Background: an optimization exercise with open tools, aiming at small area. Do not read the settings as production practice.
Function was checked by simulation only, so behaviour that the tests miss may differ from the original.

## lane 3
## synapse
module synapse #(
    parameter DW = 16, T_DW = 4
)(
    input wire clk,
    input wire rst,
    input wire en,
    input wire [DW - 1 : 0] weights_w,
    input wire write_enable,
    output reg [DW - 1 : 0] weights_r,
    input wire read_enable,
    input wire [7:0] pre_spiking,
    output reg signed [DW - 1 : 0] spking_value,
    output reg post_en,
    input wire update_en,
    input wire signed [DW - 1 : 0] learning_rate
    );
Size in the first run: roughly 180 flip-flops, about 79 I/O pins.
Settings: LEC_CHECK=0, CAP_MARGIN=20, CORE_MARGIN=2, CORE_UTILIZATION=65, SLEW_MARGIN=20, SYNTH_HIERARCHICAL=1, SYNTH_MINIMUM_KEEP_SIZE=0; clock period 14.0 ns.
run.sh (not shown) runs the stock make flow with config.mk's settings and CLKGATE_MAP_FILE= SYNTH_SCRIPT=/design/flow/synth_recipe.tcl, a recipe that flattens the netlist after the stock synthesis.
Lane 3 ended with every stage complete and zero timing, DRC or antenna violations.
The following lists how lane 4 was set up differently from lane 3:
==> flow/flow/run.sh (new file) <==
#!/bin/bash
# The standard layout, with the port buffers made from the smallest
# buffer cell instead of the default one.
set -euo pipefail
bash standard.sh "BUFFER_PORTS_ARGS=-buffer_cell sky130_fd_sc_hd__buf_1" finish > standard.log 2>&1
==> flow/standard.sh (new file) <==
#!/bin/bash
# synth_recipe.tcl (not shown) runs the flow's synth.tcl, then flattens the netlist and writes it again
# the make line also repeats each setting of config.mk as NAME=value (left out here)
make -C /OpenROAD-flow-scripts/flow DESIGN_CONFIG=/design/flow/config.mk WORK_HOME=/design/flow/orfs CLKGATE_MAP_FILE= SYNTH_SCRIPT=/design/flow/synth_recipe.tcl "${@:-finish}"
removed: flow/run.sh
Notes after the runs:
- Lane 4 closes out successfully: all stages finished, all timing, DRC and antenna checks passed.
- Worst slew slack as a fraction of its limit: lane 4 vs lane 3 up 3.9 points
- met1 track demand over resource of lane 4 is on par with lane 3.
- Per the comparison of lane 4 with lane 3, minimum setup slack in the final design shows an increase of 72 ps, fraction of area in multi-input gates shows an increase of 1.7 points.
- Taking lane 3 as the reference, in lane 4 share of the clock period used by the worst path after layout went down by 0.52 points, cell area shrank by 2.4%, final net count did not really move.
- Against lane 3, final wirelength in lane 4 fell slightly.

* * *

synapse, a different RTL version from the one above (not shown whole).
For scale: ~79 I/O pins.
Design synapse, start of the top module:
module synapse #(
    parameter DW = 16, T_DW = 4
)(
    input wire clk,
    input wire rst,
    input wire en,
    input wire [DW - 1 : 0] weights_w,
    input wire write_enable,
    output reg [DW - 1 : 0] weights_r,
    input wire read_enable,
    input wire [7:0] pre_spiking,
    output reg signed [DW - 1 : 0] spking_value,
    output reg post_en,
    input wire update_en,
    input wire signed [DW - 1 : 0] learning_rate
    );
clock: 14.0 ns
lec_check: 0
cap_margin: 20
core_margin: 2
core_utilization: 75
slew_margin: 20
synth_hierarchical: 1
synth_minimum_keep_size: 0
standard.sh (not shown) runs the stock make flow with config.mk's settings and CLKGATE_MAP_FILE= SYNTH_SCRIPT=/design/flow/synth_recipe.tcl, a recipe that flattens the netlist after the stock synthesis.
==> flow/flow/run.sh <==
#!/bin/bash
# The standard layout, with the port buffers made from the smallest
# buffer cell instead of the default one.
set -euo pipefail
bash standard.sh "BUFFER_PORTS_ARGS=-buffer_cell sky130_fd_sc_hd__buf_1" finish > standard.log 2>&1
Rerun with:
==> flow/run.sh (new file) <==
#!/bin/bash
# synth_recipe.tcl (not shown) runs the flow's synth.tcl, then flattens the netlist and writes it again
# the make line also repeats each setting of config.mk as NAME=value (left out here)
make -C /OpenROAD-flow-scripts/flow DESIGN_CONFIG=/design/flow/config.mk WORK_HOME=/design/flow/orfs CLKGATE_MAP_FILE= SYNTH_SCRIPT=/design/flow/synth_recipe.tcl finish
CORE_UTILIZATION = 65   (was 75)
removed: flow/flow/run.sh
removed: flow/standard.sh
What happened: Cell count came out higher by 2.5%. Wire length barely changes. Global-route usage came out lower by 4.4 points. Register-to-register slack hardly moves. Fmax barely changes. Worst setup slack gains 9.2 ps. Sequential cell count is unchanged. Final area came out higher by 2.9%. Core utilization came out lower by 8.7 points.
Rerun with:
==> flow/flow/run.sh (new file) <==
#!/bin/bash
# The standard layout, with the port buffers made from the smallest
# buffer cell instead of the default one.
set -euo pipefail
bash standard.sh "BUFFER_PORTS_ARGS=-buffer_cell sky130_fd_sc_hd__buf_1" finish > standard.log 2>&1
==> flow/standard.sh (new file) <==
#!/bin/bash
# synth_recipe.tcl (not shown) runs the flow's synth.tcl, then flattens the netlist and writes it again
# the make line also repeats each setting of config.mk as NAME=value (left out here)
make -C /OpenROAD-flow-scripts/flow DESIGN_CONFIG=/design/flow/config.mk WORK_HOME=/design/flow/orfs CLKGATE_MAP_FILE= SYNTH_SCRIPT=/design/flow/synth_recipe.tcl "${@:-finish}"
removed: flow/run.sh
Design area falls by about 2.4%; sequential share of layout area is higher by 0.48 points; wire length fell by 0.72%; register-to-register slack improved by 120 ps; worst hold slack stays flat; critical path depth does not change.

## static timing again, ports no longer ideal
How much do the figures lean on ideal ports? The routed layouts below were timed once more, with nothing changed but the port constraints. Step 1: set_driving_cell puts a clkbuf_16 on clk and a buf_2 on each other input, an assumption about the parent block. Step 2 also shifts input and output timing later by t, the mid clock arrival at the registers, as if the neighbouring blocks saw the same clock. Slacks: ideal / step 1 / step 2; pairs: ideal / step 1.
run	shift t [ns]	setup WS [ns]	clock arrival spread, ns	slew at the worst register clock pin (ns)	cell pins on the clock port's net
lane 3	0.505	0.447 / 0.447 / 0.447	0.014 / 0.014	0.08 / 0.08	1
lane 4	0.507	0.519 / 0.519 / 0.519	0.014 / 0.014	0.08 / 0.08	1
the first run of note 2	0.481	0.383 / 0.383 / 0.383	0.014 / 0.014	0.09 / 0.09	1
the second run of note 2	0.499	0.392 / 0.392 / 0.392	0.013 / 0.013	0.08 / 0.08	1
the third run of note 2	0.496	0.508 / 0.508 / 0.508	0.010 / 0.010	0.08 / 0.08	1
After both steps every run listed still meets setup and hold.
